This design comes from an exercise in tuning for small area and a short achievable clock period on the open sky130 flow, not from production work. No run shown here included a check of the RTL's function; only the layout flow was run.

==> flow/design.v, too long to show whole: its modules and the start of the top module <==
// module pipelined_array_multiplier: 3340 lines
// module mul_fa: 10 lines
// module mul_bpp: 10 lines
// module mul_bpp0: 8 lines
// module mul_ha: 9 lines
// module mul_xnor: 7 lines
// module mul_inv: 6 lines
// module mul_nand2: 7 lines
// module mul_nor2: 7 lines
// module mul_xor2: 7 lines
// module mul_aoi21: 8 lines
// module mul_oai21: 8 lines
// module mul_or: 7 lines
module pipelined_array_multiplier (
    input  logic        clk_i,
    input  logic        clk_en_i,
    input  logic        rst_n_i,
    input  logic [31:0] multiplicand_i,
    input  logic [31:0] multiplier_i,
    input  logic        data_valid_i,
    output logic [63:0] product_o,
    output logic        data_valid_o
);
  // ...
==> flow/flow/run.sh <==
#!/bin/bash
# Layout flow: the standard ORFS flow (standard.sh) with the standard
# synthesis unchanged, plus
#  - after floorplan, combinational cells downsized to their smallest drive
#    strength (flow/downsize.tcl), so that area is only spent where timing
#    repair asks for it;
#  - optionally, timing repair also right after detailed placement
#    (flow/place_repair.tcl);
#  - optionally a chosen buffer cell for the port buffers.
# Settings are in flow/settings.sh. Each tool's output goes to a log here.
set -euo pipefail
cd "$(dirname "$0")/.."
W=$PWD
source flow/settings.sh
args=()
if [[ "$DOWNSIZE" != "none" ]]; then
  args+=("POST_FLOORPLAN_TCL=$W/flow/downsize.tcl" "DOWNSIZE_FAMILIES=$DOWNSIZE")
fi
args+=("SETUP_SLACK_MARGIN=$SETUP_MARGIN")
if [[ "${PLACE_REPAIR:-0}" == 1 ]]; then
  args+=("POST_DETAIL_PLACE_TCL=$W/flow/place_repair.tcl")
fi
if [[ -n "$PORT_BUFFER" ]]; then
  args+=("BUFFER_PORTS_ARGS=-buffer_cell $PORT_BUFFER")
fi
args+=($EXTRA)
bash standard.sh synth > flow_synth.log 2>&1
bash standard.sh "${args[@]}" finish > flow_layout.log 2>&1
==> flow/flow/downsize.tcl <==
# Downsize combinational cells to the smallest drive strength of their
# family (same function and footprint). Timing repair later sizes the
# critical ones back up. Registers and clock cells are left alone.
# DOWNSIZE_FAMILIES: space-separated family names (e.g. a22oi), or "all".
set families [expr {[info exists ::env(DOWNSIZE_FAMILIES)] ? $::env(DOWNSIZE_FAMILIES) : "all"}]
set skip {^(dfxtp|dfxbp|dfrtp|dfrbp|dfstp|dfbbp|dfsbp|dfrtn|dfbbn|edfxtp|edfxbp|sdf.*|sedf.*|dl.*|clk.*|conb|tap.*|fill.*|decap.*|diode.*|probe.*|lpflow.*)$}
set smallest [dict create]
set count 0
foreach inst [get_cells *] {
  set ref [get_property $inst ref_name]
  if {![regexp {^sky130_fd_sc_hd__(.+)_(\d+)$} $ref -> fam drive]} { continue }
  if {[regexp $skip $fam]} { continue }
  if {$families ne "all" && [lsearch -exact $families $fam] < 0} { continue }
  if {![dict exists $smallest $fam]} {
    set best ""
    set best_area 1e9
    foreach lc [get_lib_cells sky130_fd_sc_hd__${fam}_*] {
      set name [get_property $lc name]
      if {![regexp "^sky130_fd_sc_hd__${fam}_\\d+\$" $name]} { continue }
      if {[get_property $lc dont_use]} { continue }
      set a [get_property $lc area]
      if {$a < $best_area} { set best $name; set best_area $a }
    }
    dict set smallest $fam $best
  }
  set to [dict get $smallest $fam]
  if {$to ne "" && $to ne $ref} {
    replace_cell $inst $to
    incr count
  }
}
puts "downsize: replaced $count cells"
==> flow/flow/place_repair.tcl <==
log_cmd estimate_parasitics -placement
repair_timing_helper -setup
detailed_placement
optimize_mirroring
log_cmd estimate_parasitics -placement
==> flow/flow/settings.sh <==
SETUP_MARGIN=7.55
DOWNSIZE="all"
PORT_BUFFER=sky130_fd_sc_hd__buf_2
PLACE_REPAIR=0
EXTRA="CTS_CLUSTER_SIZE=30 CTS_CLUSTER_DIAMETER=100 CORE_UTILIZATION=55"
==> flow/standard.sh <==
#!/bin/bash
# synth_recipe.tcl (not shown) runs the flow's synth.tcl, then flattens the netlist and writes it again
# the make line also repeats each setting of config.mk as NAME=value (left out here)
make -C /OpenROAD-flow-scripts/flow DESIGN_CONFIG=/design/flow/config.mk WORK_HOME=/design/flow/orfs CLKGATE_MAP_FILE= SYNTH_SCRIPT=/design/flow/synth_recipe.tcl "${@:-finish}"
==> flow/config.mk <==
export PLATFORM = sky130hd
export DESIGN_NAME = pipelined_array_multiplier
export DESIGN_NICKNAME = pipelined_array_multiplier
export VERILOG_FILES = /design/flow/design.v
export SDC_FILE = /design/flow/constraint.sdc
export NUM_CORES = 4
export LEC_CHECK = 0
export CAP_MARGIN = 20
export CORE_MARGIN = 2
export CORE_UTILIZATION = 40
export SLEW_MARGIN = 20
export SYNTH_HIERARCHICAL = 1
export SYNTH_MINIMUM_KEEP_SIZE = 0
==> flow/constraint.sdc <==
create_clock -name core_clock -period 11.0 [get_ports {clk_i}]
set_input_delay 2.2000 -clock core_clock [delete_from_list [all_inputs] [get_ports {clk_i}]]
set_output_delay 2.2000 -clock core_clock [all_outputs]
set_load 0.01 [all_outputs]
==> notes.md, run 1 <==
crit path capture type: flip-flop
status: no timing/DRC/antenna violations
detailed-route DRC error count: 0
CTS tree: done
WL met1: 44.6 mm
Crit path arrival time: 3.83 ns
Non-clock buffers: 247
Hold Path Origin: v_q[2]$_SDFFE_PN0P_
clock sinks: 324
Seq. cell area: 0.00970 mm^2
Reg2Reg Launch Point: two_q[13]$_DFFE_PP_
r2r worst-path depth: 7
clock-pin slew on the worst setup and hold paths: 0.11 ns
synthesized area per cell: 12.9 um^2
Starting Density: 55.4%
leading area contributor after synthesis: edfxtp_1
compound-cell area share of the yosys netlist: 22.6%
fin. max-slew vios: 0
Die Height: 258 um
sequential element share of the synthesized area: 27.3%
GRT overflow: 0
RePlAce Congestion: 0.996
Crit Path Class: reg -> reg
clk cell area share: 2.45%
multi-input logic area: 0.0238 mm^2
final count of negative-setup-slack endpoints: 0
met1 GRT Util: 47.5%
Total GRT Usage: 36.3%
type of origin of the critical path: flip-flop
Most common cell on crit path: fa_1
non-clock inverter count: 81
PortBufs: 132
final instance area: 0.0379 mm^2
==> run 2: changes to the inputs <==
==> flow/flow/settings.sh (replaced) <==
SETUP_MARGIN=7.55
DOWNSIZE="all"
PORT_BUFFER=sky130_fd_sc_hd__buf_1
PLACE_REPAIR=0
EXTRA="CTS_CLUSTER_SIZE=30 CTS_CLUSTER_DIAMETER=100 CORE_UTILIZATION=55"
==> run 2 against run 1 <==
  * Critical endpoint is now p_q[50]$_DFFE_PP_
  * Largest cell class unchanged
  * Still clean
  * Clock skew down 0.015 ns
  * Non-clock buffer count is 1 lower
==> notes.md, run 2 <==
R2R Path End: p_q[50]$_DFFE_PP_
setup TNS: 0 ns
Crit Path Max Fanout: 4
Mapped Area: 0.0356 mm^2
Die Height: 258 um (unchanged)
status: no timing/DRC/antenna violations
skew final: 0.0288 ns
PortBufs: 132 (unchanged)
Synth Instances: 2757
slew margin rel.: 56.1%
row count: 93
1st-iter DRT viols: 3394
Max Clk Rate: 0.288 GHz
Final HPWL DP: 72.8 mm
Hold Path Origin: v_q[2]$_SDFFE_PN0P_
synthesized area per cell: 12.9 um^2 (unchanged)
r2r worst-path depth: 11 (+4)
share of layout cells above drive strength 1: 11.0%
DR vias: 25900
# IOs: 133
Crit Path Class: reg -> reg
RePlAce Congestion: 0.938 (-5.8%)
sequential element share of the synthesized area: 27.3% (unchanged)
final instance area: 0.0375 mm^2 (-1.0%)
Crit path arrival time: 3.83 ns (about the same)
Tmin final: 3.47 ns
clock-pin slew on the worst setup and hold paths: 0.10 ns (about the same)
CTS tree: done
commonest cells after routing, fill and taps aside: xor2_1, a22oi_1, fa_1
final wirelength: 119 mm
Final nets: 3579
Reg2Reg Launch Point: r0_q[63]$_DFFE_PP_
Starting Density: 55.4% (unchanged)
first-pass GRT wire length: 177 mm
Post-CTS Hold Buffers: 0
Hold Path Cell Cnt: 2
synth top area cells: edfxtp_1, fa_1, a22oi_2, xor2_1, a21oi_2
type of origin of the critical path: flip-flop
worst-margin pin slew: 0.659 ns
worst slack, placed: 6.42 ns
vias in the first global route: 27800
ANT nets after route: 0
syn nets: 3310
initial antenna violation count: 4
DR pass1 iterations: 6
top cells by count, synth: xor2_1, a22oi_2, fa_1
wire per inst: 30.6 um
H-tree levels: 1
fraction of registers with async set/reset: 0%
clock sinks: 324 (unchanged)
Top reg by flops: r0_q
Total GRT Usage: 35.8% (-0.50 points)
RSZ-0062 raised after global routing: true
yosys warns: 7
die width: 258 um
deepest clock path buffer count: 3
die area: 0.0667 mm^2
DP Area: 0.0347 mm^2
Final Hold Fails: 0
Synth top area share: 27.1%
fill cell count: 5393
number of flops mapped to enable cells by yosys: 321
R2R setup slack: 7.53 ns
top_reg_cell synth: edfxtp_1
Worst Hold Class: reg -> reg
pin count of the biggest net entering global routing: 81
Synth Register Bits: 324
fin. max-slew vios: 0 (unchanged)
Max Cap Violations: 0
top-count cell post-synth: xor2_1
setup slack after layout: 7.53 ns
detailed-route DRC error count: 0 (unchanged)
Yosys cell types: 20
P&R area growth vs syn: 5.49%
Clk Latency, worst-skew pair: 0.63 ns
WP data required: 11.36 ns
final count of negative-setup-slack endpoints: 0 (unchanged)
commonest non-fill, non-tap cell in the layout: xor2_1
vias per inst: 6.64
Hold Path End: v_q[2]$_SDFFE_PN0P_
GRT overflow: 0 (unchanged)
Top Registers: r0_q (177), p_q (64), a_q (32)
crit path capture type: flip-flop
Root Buffer: clkbuf_16
max FFs per register: 177
CTS Buf Count: 25
core area: 0.0642 mm^2
leading area contributor after synthesis: edfxtp_1
Final Cycle Share: 31.5%
run 2: cell counts after synthesis:
No cell type changed its count.
run 2: worst max-delay path by stage:
stage | start | cells past startpoint | to | slack, ns
floorplan | a_q[28]$_DFFE_PP_ | 6 | r0_q[79]$_DFFE_PP_ | 7.25
global placement | clk_en_i | 3 | r0_q[98]$_DFFE_PP_ | 6.49
detailed placement | clk_en_i | 3 | r0_q[98]$_DFFE_PP_ | 6.42
CTS | r0_q[8]$_DFFE_PP_ | 16 | p_q[63]$_DFFE_PP_ | 7.51
global route | r0_q[69]$_DFFE_PP_ | 11 | p_q[50]$_DFFE_PP_ | 7.45
finish | r0_q[63]$_DFFE_PP_ | 11 | p_q[50]$_DFFE_PP_ | 7.53
run 2: worst max-delay path, cell delays in order (launching register included):
cell and delay [ns]:
edfxtp_1 0.42, or2_1 0.25, fa_1 0.48, fa_2 0.69, xor2_4 0.30, nand2_4 0.13, nor2_4 0.17, nand2_1 0.20
nor2_2 0.17, nand2_1 0.11, o21ai_4 0.19, xor2_1 0.09
run 2: per-module statistics from Yosys (local to each module, per instance), excerpt:
module	times used	cells	flip-flops and latches
mul_aoi21	137	1	0
mul_bpp	496	2	0
mul_bpp0	32	2	0
mul_ha	16	1	0
mul_inv	65	1	0
mul_nand2	111	1	0
mul_nor2	147	1	0
mul_oai21	110	1	0
mul_or	41	1	0
mul_xnor	41	1	0
mul_xor2	121	1	0
pipelined_array_multiplier	1	443	324
run 2: layer usage:
| layer | global-route usage [%] | part of all wire (%) | up-vias |
|---|---|---|---|
| met5 | 0 | 0 | - |
| met4 | 15.6 | 4.7 | 0 |
| met3 | 12.0 | 13 | 479 |
| met2 | 54.4 | 44 | 2069 |
| met1 | 47.0 | 38 | 13000 |
| li1 | - | - | 10400 |
run 2: layout make-up:
class	instances	area, um^2	area share [%]
clock inverters	21	357	0.951
clock buffers	25	626	1.67
multi-input cells	2348	23600	62.9
flip-flops and latches	324	9700	25.9
repair buffers	246	1860	4.97
well taps	855	1070	2.85
inverters	81	304	0.811
diodes	1	2.50	0.00667
run 2: cell families after synthesis:
family / Yosys count / synth area share, %
muxes: 3 / 0.0845
xor gates and xnor gates: 705 / 17.4
and+or+nand+nor: 397 / 4.77
adders and majority gates: 485 / 27.0
AOI/OAI and AO/OA: 758 / 22.6
DFF: 324 / 27.3
buffers and inverters: 85 / 0.933
run 2: through the flow:
step                utilization (%)  hold WS [ns]  cells
CTS                            56.7         0.531   3881
finish                         58.4         0.527   3901
floorplan                         -         0.482   2757
global placement               54.1         0.496   3825
detailed placement             54.1         0.509   3825
global route                   58.4         0.558   3900
run 2: what timing repair did:
| action | CTS | global route |
|---|---|---|
| endpoints found under the setup margin | 289 | 74 |
| pin swaps | 8 | 32 |
| gates cloned | 1 | 0 |
| setup buffers | 9 | 19 |
| gates resized for setup | 161 | 274 |

## what the ideal ports hide
The results above use ideal ports. As a check the final layouts listed here were re-extracted and re-timed, cells and wires unchanged.
Step 1 (the two cells are an assumption about what drives the block):
set clk [get_ports {clk_i}]
set_driving_cell -lib_cell sky130_fd_sc_hd__clkbuf_16 $clk
set_driving_cell -lib_cell sky130_fd_sc_hd__buf_2 [delete_from_list [all_inputs] $clk]
Step 2 moves the port delays by t, midway between the first and last clock arrival at a register: inputs arrive t later, outputs are due t later. That takes back most of the time a late clock gives input paths.
a / b / c = ideal / step 1 / step 2; a / b = the first two.
run	t, ns	setup WS [ns]	worst register clock-pin slew, ns	pins driven straight from the clock port
run 1	0.669	7.534 / 7.501 / 7.054	0.11 / 0.11	1
run 2	0.685	7.533 / 7.494 / 7.056	0.10 / 0.10	1
After both steps setup and hold are still met in every run listed. For run 1, which loses most, drivers alone change the setup slack by -0.033 ns; drivers and shift together by -0.480 ns.
